Source: an optimization exercise on an open RTL-to-GDS flow (aim: small area and a short achievable clock period). Production flows keep margins and buffers that such runs may drop. Where RTL was checked, it was by simulation tests only, not by an equivalence proof against the original. Power and IR drop assume default switching activity.

== job 4260 ==
==> flow/design.v (excerpt) <==
module fft_16 (
    input                clk,
    input                rst_n,
    input                en,
    input  signed [11:0] sin_re,
    input  signed [11:0] sin_im,
    output signed [11:0] sout_re,
    output signed [11:0] sout_im
);
Size: roughly 51 I/O pins, roughly 40,000 um2 of cells after synthesis.
export LEC_CHECK = 0
export ABC_CLOCK_PERIOD_IN_PS = 2500
export CAP_MARGIN = 20
export CORE_MARGIN = 2
export CORE_UTILIZATION = 40
export SLEW_MARGIN = 20
create_clock -name core_clock -period 11.0 [get_ports {clk}]
standard.sh (not shown) runs the stock make flow with config.mk's settings and CLKGATE_MAP_FILE= SYNTH_SCRIPT=/design/flow/synth_recipe.tcl, a recipe that flattens the netlist after the stock synthesis.
==> flow/flow/run.sh <==
#!/bin/bash
set -euo pipefail
export SETUP_SLACK_MARGIN=8.0
bash standard.sh > make_standard.log 2>&1
Job 4260 completed end to end with timing, DRC and antenna clean.
Inputs modified between job 4260 and job 4562:
==> flow/flow/run.sh <==
#!/bin/bash
set -euo pipefail
export SETUP_SLACK_MARGIN=7.25
export SETUP_MOVE_SEQUENCE=unbuffer,sizeup,swap,clone,split
bash standard.sh > make_standard.log 2>&1
diff --git a/flow/config.mk b/flow/config.mk
--- a/flow/config.mk
+++ b/flow/config.mk
@@ -10,3 +10,4 @@
 export CORE_MARGIN = 2
-export CORE_UTILIZATION = 40
+export CORE_UTILIZATION = 65
+export PLACE_DENSITY = 0.75
 export SLEW_MARGIN = 20
Notes after the runs:
- The flow did not stop early for job 4562: all stages ran, and the layout cleared the timing, DRC and antenna checks.
- Job 4260 and job 4562 ended up with roughly the same number of H-tree branching levels.
- On job 4562: die area is 39,000 um2 lower than what job 4260 gave.
- [job 4562] clock network fraction of design power rose 0.6 points relative to job 4260
- Measured against each other, job 4562 and job 4260 differ in count of clock-buffer cells in the layout, the lower figure coming from job 4562.
- Relative to job 4260, job 4562 improves global-route wire length before repair.
- The run showing the smaller global routing usage on met2 is job 4260.
- Compared to job 4260, job 4562 has utilization of the core after routing 21 points higher.
Inputs modified between job 4562 and job 4401:
==> flow/flow/run.sh <==
#!/bin/bash
set -euo pipefail
export SETUP_SLACK_MARGIN=7.5
export SETUP_MOVE_SEQUENCE=unbuffer,sizeup,swap,clone,split
bash standard.sh > make_standard.log 2>&1
diff --git a/flow/config.mk b/flow/config.mk
--- a/flow/config.mk
+++ b/flow/config.mk
@@ -10,4 +10,3 @@
 export CORE_MARGIN = 2
-export CORE_UTILIZATION = 65
-export PLACE_DENSITY = 0.75
+export CORE_UTILIZATION = 40
 export SLEW_MARGIN = 20
Notes after the runs:
- Max count of clock-buffer cells in the layout across job 4401 and job 4562: job 4401
- Between job 4401 and job 4562, it is job 4401 whose cell count is higher, by about 11%.
- Clock skew delta (job 4401 -> job 4562): insignificant
- | initial cell density of the core | job 4401 vs job 4562 | 25 points lower |
- Compared to job 4562, job 4401 has final wirelength 5.7% higher.
- The global-route wire length before repair reported for job 4401 is greater than that of job 4562 by 6.0%.
- Diff job 4562 -> job 4401: met3 wire length lower, post-route total power now larger.

fft_16 again, from the RTL that the note above started with.
Settings: LEC_CHECK=0, ABC_CLOCK_PERIOD_IN_PS=2500, CAP_MARGIN=20, CORE_MARGIN=2, CORE_UTILIZATION=40, SLEW_MARGIN=20; clock period 11.0 ns.
==> flow/flow/run.sh <==
#!/bin/bash
set -euo pipefail
export SETUP_SLACK_MARGIN=7.5
bash standard.sh > make_standard.log 2>&1
Next try:
==> flow/flow/run.sh (replaced) <==
#!/bin/bash
set -euo pipefail
export SETUP_SLACK_MARGIN=7.25
export SETUP_MOVE_SEQUENCE=unbuffer,sizeup,swap,clone,split
bash standard.sh > make_standard.log 2>&1
The new run went through all stages and came out clean.
Sequential power stays flat.
First-iteration DRC count rose by 7.0%.
Wire length fell by 1.9%.
Clock-buffer cell count rose by 5.
Utilization fell by 1.3 points.
Global-route usage fell by 0.19 points.
Power rose by 0.71%.
Die area is unchanged.
Hold slack improved by 0.012 ns.
Final area fell by 2.8%.

== v31 ==
fft_16, a different RTL version from the one above (not shown whole).
Size in the first run: about 4400 cells after synthesis, roughly 700 flip-flops, about 51 I/O pins.
clock: 11.0 ns
lec_check: 0
abc_clock_period_in_ps: 2500
cap_margin: 20
core_margin: 2
core_utilization: 40
cts_cluster_diameter: 80
cts_cluster_size: 25
slew_margin: 20
==> flow/flow/run.sh <==
#!/bin/bash
set -euo pipefail
export SETUP_SLACK_MARGIN=7.5
export SETUP_MOVE_SEQUENCE=unbuffer,sizeup,swap,clone,split
bash standard.sh > make_standard.log 2>&1
### v31 -> v49
# v31
export LEC_CHECK = 0
export ABC_CLOCK_PERIOD_IN_PS = 2500
export CAP_MARGIN = 20
export CORE_MARGIN = 2
export CORE_UTILIZATION = 40
export CTS_CLUSTER_DIAMETER = 80
export CTS_CLUSTER_SIZE = 25
export SLEW_MARGIN = 20
create_clock -name core_clock -period 11.0 [get_ports {clk}]
# v49
export LEC_CHECK = 0
export ABC_CLOCK_PERIOD_IN_PS = 2500
export CAP_MARGIN = 20
export CORE_MARGIN = 2
export CORE_UTILIZATION = 40
export SLEW_MARGIN = 20
create_clock -name core_clock -period 11.0 [get_ports {clk}]
diff --git a/flow/flow/run.sh b/flow/flow/run.sh
--- a/flow/flow/run.sh
+++ b/flow/flow/run.sh
@@ -3 +3 @@
-export SETUP_SLACK_MARGIN=7.5
+export SETUP_SLACK_MARGIN=7.7
Results
Compared with v31, final area in v49 increased by a few percent. v49 ended with more area added between synthesis and finish than v31. Comparing v49 and v31, sequential fraction of total cell area is lower on v49.
What v48 does differently from v49 at the input level:
# v49
export LEC_CHECK = 0
export ABC_CLOCK_PERIOD_IN_PS = 2500
export CAP_MARGIN = 20
export CORE_MARGIN = 2
export CORE_UTILIZATION = 40
export SLEW_MARGIN = 20
create_clock -name core_clock -period 11.0 [get_ports {clk}]
# v48
export LEC_CHECK = 0
export ABC_CLOCK_PERIOD_IN_PS = 2500
export CAP_MARGIN = 20
export CORE_MARGIN = 2
export CORE_UTILIZATION = 40
export CTS_CLUSTER_DIAMETER = 80
export CTS_CLUSTER_SIZE = 25
export PLACE_DENSITY = 0.7
export SLEW_MARGIN = 20
create_clock -name core_clock -period 11.0 [get_ports {clk}]
==> run notes <==
v49 and v48 ended up with roughly the same sequential power. The higher layout overhead on the synthesized area of v49 and v48 is in v49. The final worst slack number comes out higher for v48 vs v49. Compared with v49, v48 shows final instance area that has gone down by a few percent.
--- input diff v48..v3 ---
# v48
export LEC_CHECK = 0
export ABC_CLOCK_PERIOD_IN_PS = 2500
export CAP_MARGIN = 20
export CORE_MARGIN = 2
export CORE_UTILIZATION = 40
export CTS_CLUSTER_DIAMETER = 80
export CTS_CLUSTER_SIZE = 25
export PLACE_DENSITY = 0.7
export SLEW_MARGIN = 20
create_clock -name core_clock -period 11.0 [get_ports {clk}]
# v3
export LEC_CHECK = 0
export ABC_CLOCK_PERIOD_IN_PS = 2500
export CAP_MARGIN = 20
export CORE_MARGIN = 2
export CORE_UTILIZATION = 40
export CTS_CLUSTER_DIAMETER = 60
export CTS_CLUSTER_SIZE = 20
export PLACE_DENSITY = 0.7
export SLEW_MARGIN = 20
create_clock -name core_clock -period 11.0 [get_ports {clk}]
==> comparison <==
- Signal arrival time at the worst endpoint: v3 vs v48 up 0.07 ns
- The depth of the most critical reg-to-reg path in v3 was higher than what v48 gave.
- Compared with v48, v3 shows a higher synthesis-to-finish area growth.
- v3 ends up with a number of global-route vias before repair that is 286 higher than in v48.
- Compared with v48, v3 shows a clock period minus worst slack that is 0.031 ns higher.
- Compared to v48, v3 has global router's overall resource usage 0.32 points higher.
[inputs] v35 vs v3
# v3
export LEC_CHECK = 0
export ABC_CLOCK_PERIOD_IN_PS = 2500
export CAP_MARGIN = 20
export CORE_MARGIN = 2
export CORE_UTILIZATION = 40
export CTS_CLUSTER_DIAMETER = 60
export CTS_CLUSTER_SIZE = 20
export PLACE_DENSITY = 0.7
export SLEW_MARGIN = 20
create_clock -name core_clock -period 11.0 [get_ports {clk}]
# v35
export LEC_CHECK = 0
export ABC_CLOCK_PERIOD_IN_PS = 2500
export CAP_MARGIN = 20
export CORE_MARGIN = 2
export CORE_UTILIZATION = 40
export CTS_CLUSTER_DIAMETER = 80
export CTS_CLUSTER_SIZE = 25
export SLEW_MARGIN = 20
create_clock -name core_clock -period 11.0 [get_ports {clk}]
Results
- v35: full flow OK, the timing, DRC and antenna checks passed
- Portion of the clock cycle consumed by the worst path in the final layout was higher in v3 than in v35.
- Overall power: v35 < v3
- Comparing v3 and v35, the lower data arrival time of the critical path was measured on v35.
Modified inputs, v13 compared to v35
diff --git a/flow/flow/run.sh b/flow/flow/run.sh
--- a/flow/flow/run.sh
+++ b/flow/flow/run.sh
@@ -3 +3 @@
-export SETUP_SLACK_MARGIN=7.7
+export SETUP_SLACK_MARGIN=7.9
Findings:
In v13, final-layout clock buffer total is lower than in v35.
NOTE number of vias per cell v35->v13 increased slightly
Initial antenna violation count: v13 vs v35 down 3
Lower fraction of layout cells with a size suffix above 1 among v13 and v35: v35
Between v35 and v13, period utilization increased.
v13 has area taken by multi-input logic gates above what v35 had.
Compared with v35, in v13 total global routing overflow saw little to no change, final layout net count saw an increase, cell area saw an increase.

Setup of P:
Another version of the RTL of fft_16 (not shown whole).
Size: about 51 I/O pins, roughly 41000 um2 of cells after synthesis.
==> flow/config.mk <==
export PLATFORM = sky130hd
export DESIGN_NAME = fft_16
export DESIGN_NICKNAME = fft_16
export VERILOG_FILES = /design/flow/design.v
export SDC_FILE = /design/flow/constraint.sdc
export NUM_CORES = 4
export LEC_CHECK = 0
export ABC_CLOCK_PERIOD_IN_PS = 2500
export CAP_MARGIN = 20
export CORE_MARGIN = 2
export CORE_UTILIZATION = 40
export CTS_BUF_LIST = sky130_fd_sc_hd__clkbuf_4 sky130_fd_sc_hd__clkbuf_8
export SLEW_MARGIN = 20
==> flow/constraint.sdc <==
create_clock -name core_clock -period 11.0 [get_ports {clk}]
set_input_delay 2.2000 -clock core_clock [delete_from_list [all_inputs] [get_ports {clk}]]
set_output_delay 2.2000 -clock core_clock [all_outputs]
set_load 0.01 [all_outputs]
==> flow/flow/run.sh <==
#!/bin/bash
set -euo pipefail
export SETUP_SLACK_MARGIN=7.25
export SETUP_MOVE_SEQUENCE=unbuffer,sizeup,swap,clone,split
bash standard.sh > make_standard.log 2>&1
Relative to P, the following input files were edited for R:
- a deleted CTS_BUF_LIST that had been sky130_fd_sc_hd__clkbuf_4 sky130_fd_sc_hd__clkbuf_8
Notes after the runs:
R has completed all stages; timing, DRC and antenna checks passed. On cell area, R and P are basically level. Non-clock buffer count: R vs P up 4.0%. Compared with P, R shows register-to-register slack lower by 0.06 ns. Going from P to R, met3 demand-to-capacity share in global routing -0.85 points; critical path depth -8; wire length on met2 ~0 delta; count of clock-buffer cells in the layout -44%; count of non-filler cells in the finished layout -72.
No run of this note included a check of the RTL's function; only the layout flow was run.

RTL: one of the versions met above, not the one the previous note started from.
Size in the first run: ~51 I/O pins, roughly 42,000 um2 of cells after synthesis.
## fft_16
module fft_16 (
    input                clk,
    input                rst_n,
    input                en,
    input  signed [11:0] sin_re,
    input  signed [11:0] sin_im,
    output signed [11:0] sout_re,
    output signed [11:0] sout_im
);
==> flow/config.mk <==
export PLATFORM = sky130hd
export DESIGN_NAME = fft_16
export DESIGN_NICKNAME = fft_16
export VERILOG_FILES = /design/flow/design.v
export SDC_FILE = /design/flow/constraint.sdc
export NUM_CORES = 4
export LEC_CHECK = 0
export ABC_CLOCK_PERIOD_IN_PS = 2500
export CAP_MARGIN = 20
export CORE_MARGIN = 2
export CORE_UTILIZATION = 40
export CTS_CLUSTER_DIAMETER = 80
export CTS_CLUSTER_SIZE = 25
export PLACE_DENSITY = 0.7
export SLEW_MARGIN = 20
==> flow/constraint.sdc <==
create_clock -name core_clock -period 11.0 [get_ports {clk}]
set_input_delay 2.2000 -clock core_clock [delete_from_list [all_inputs] [get_ports {clk}]]
set_output_delay 2.2000 -clock core_clock [all_outputs]
set_load 0.01 [all_outputs]
==> flow/flow/run.sh <==
#!/bin/bash
set -euo pipefail
export SETUP_SLACK_MARGIN=7.6
export SETUP_MOVE_SEQUENCE=unbuffer,sizeup,swap,clone,split
bash standard.sh > make_standard.log 2>&1
Rerun with:
--- a/flow/flow/run.sh
+++ b/flow/flow/run.sh
@@ -3 +3 @@
-export SETUP_SLACK_MARGIN=7.6
+export SETUP_SLACK_MARGIN=7.7
--- a/flow/config.mk
+++ b/flow/config.mk
@@ -12,3 +12,2 @@
-export CTS_CLUSTER_DIAMETER = 80
-export CTS_CLUSTER_SIZE = 25
-export PLACE_DENSITY = 0.7
+export CTS_CLUSTER_DIAMETER = 100
+export CTS_CLUSTER_SIZE = 30
The new run produced a clean layout; wire length goes up by 3.9%; first-iteration DRC count goes down by 6.3%; clock skew goes up by 14 ps; fmax goes up by 3.0%; worst setup slack improved by 100 ps; power goes up by 0.42%; final area goes up by 0.92%.

re-timing with driven ports:
In the flow no input, the clock included, has a driving cell. The finished layouts below were timed again as built, in two steps. Step 1 assumes that a clkbuf_16 drives the clock port and a buf_2 every other input. Step 2 adds t to the input delays and takes it off the output delays; t is the mean of the earliest and latest rising clock arrival at the registers after step 1. Input paths then give back, and output paths get back, about the clock's delay inside the block. a / b / c = ideal ports / drivers / drivers and shift; a / b = the first two.
| run | t, ns | slack for setup (ns) | latest minus earliest clock arrival (ns) | worst slew at a driven data input, ns |
|---|---|---|---|---|
| job 4260 | 0.716 | 7.268 / 7.313 / 6.596 | 0.031 / 0.031 | 0.10 |
| job 4562 | 0.690 | 7.215 / 7.212 / 6.522 | 0.029 / 0.028 | 0.09 |
| job 4401 | 0.697 | 7.262 / 7.297 / 6.600 | 0.026 / 0.026 | 0.12 |
| the first run of note 2 | 0.702 | 7.284 / 7.317 / 6.616 | 0.027 / 0.027 | 0.13 |
| the second run of note 2 | 0.724 | 7.255 / 7.251 / 6.562 | 0.056 / 0.055 | 0.11 |
| v31 | 0.702 | 7.484 / 7.494 / 6.824 | 0.054 / 0.055 | 0.14 |
| v49 | 0.725 | 7.578 / 7.578 / 6.959 | 0.058 / 0.058 | 0.10 |
| v48 | 0.679 | 7.604 / 7.604 / 6.962 | 0.054 / 0.054 | 0.13 |
| v3 | 0.718 | 7.573 / 7.573 / 6.983 | 0.050 / 0.051 | 0.14 |
| v35 | 0.712 | 7.597 / 7.597 / 6.988 | 0.046 / 0.045 | 0.11 |
| v13 | 0.712 | 7.568 / 7.568 / 6.967 | 0.043 / 0.043 | 0.11 |
| P | 0.861 | 7.319 / 7.331 / 6.497 | 0.070 / 0.069 | 0.14 |
| R | 0.708 | 7.313 / 7.244 / 6.697 | 0.041 / 0.041 | 0.13 |
| the first run of note 5 | 0.666 | 7.478 / 7.478 / 6.939 | 0.048 / 0.048 | 0.27 |
| the second run of note 5 | 0.746 | 7.580 / 7.580 / 6.974 | 0.062 / 0.062 | 0.10 |
After both steps setup and hold are still met in every run listed. For P, which loses most, drivers alone change the setup slack by +0.012 ns; drivers and shift together by -0.822 ns.
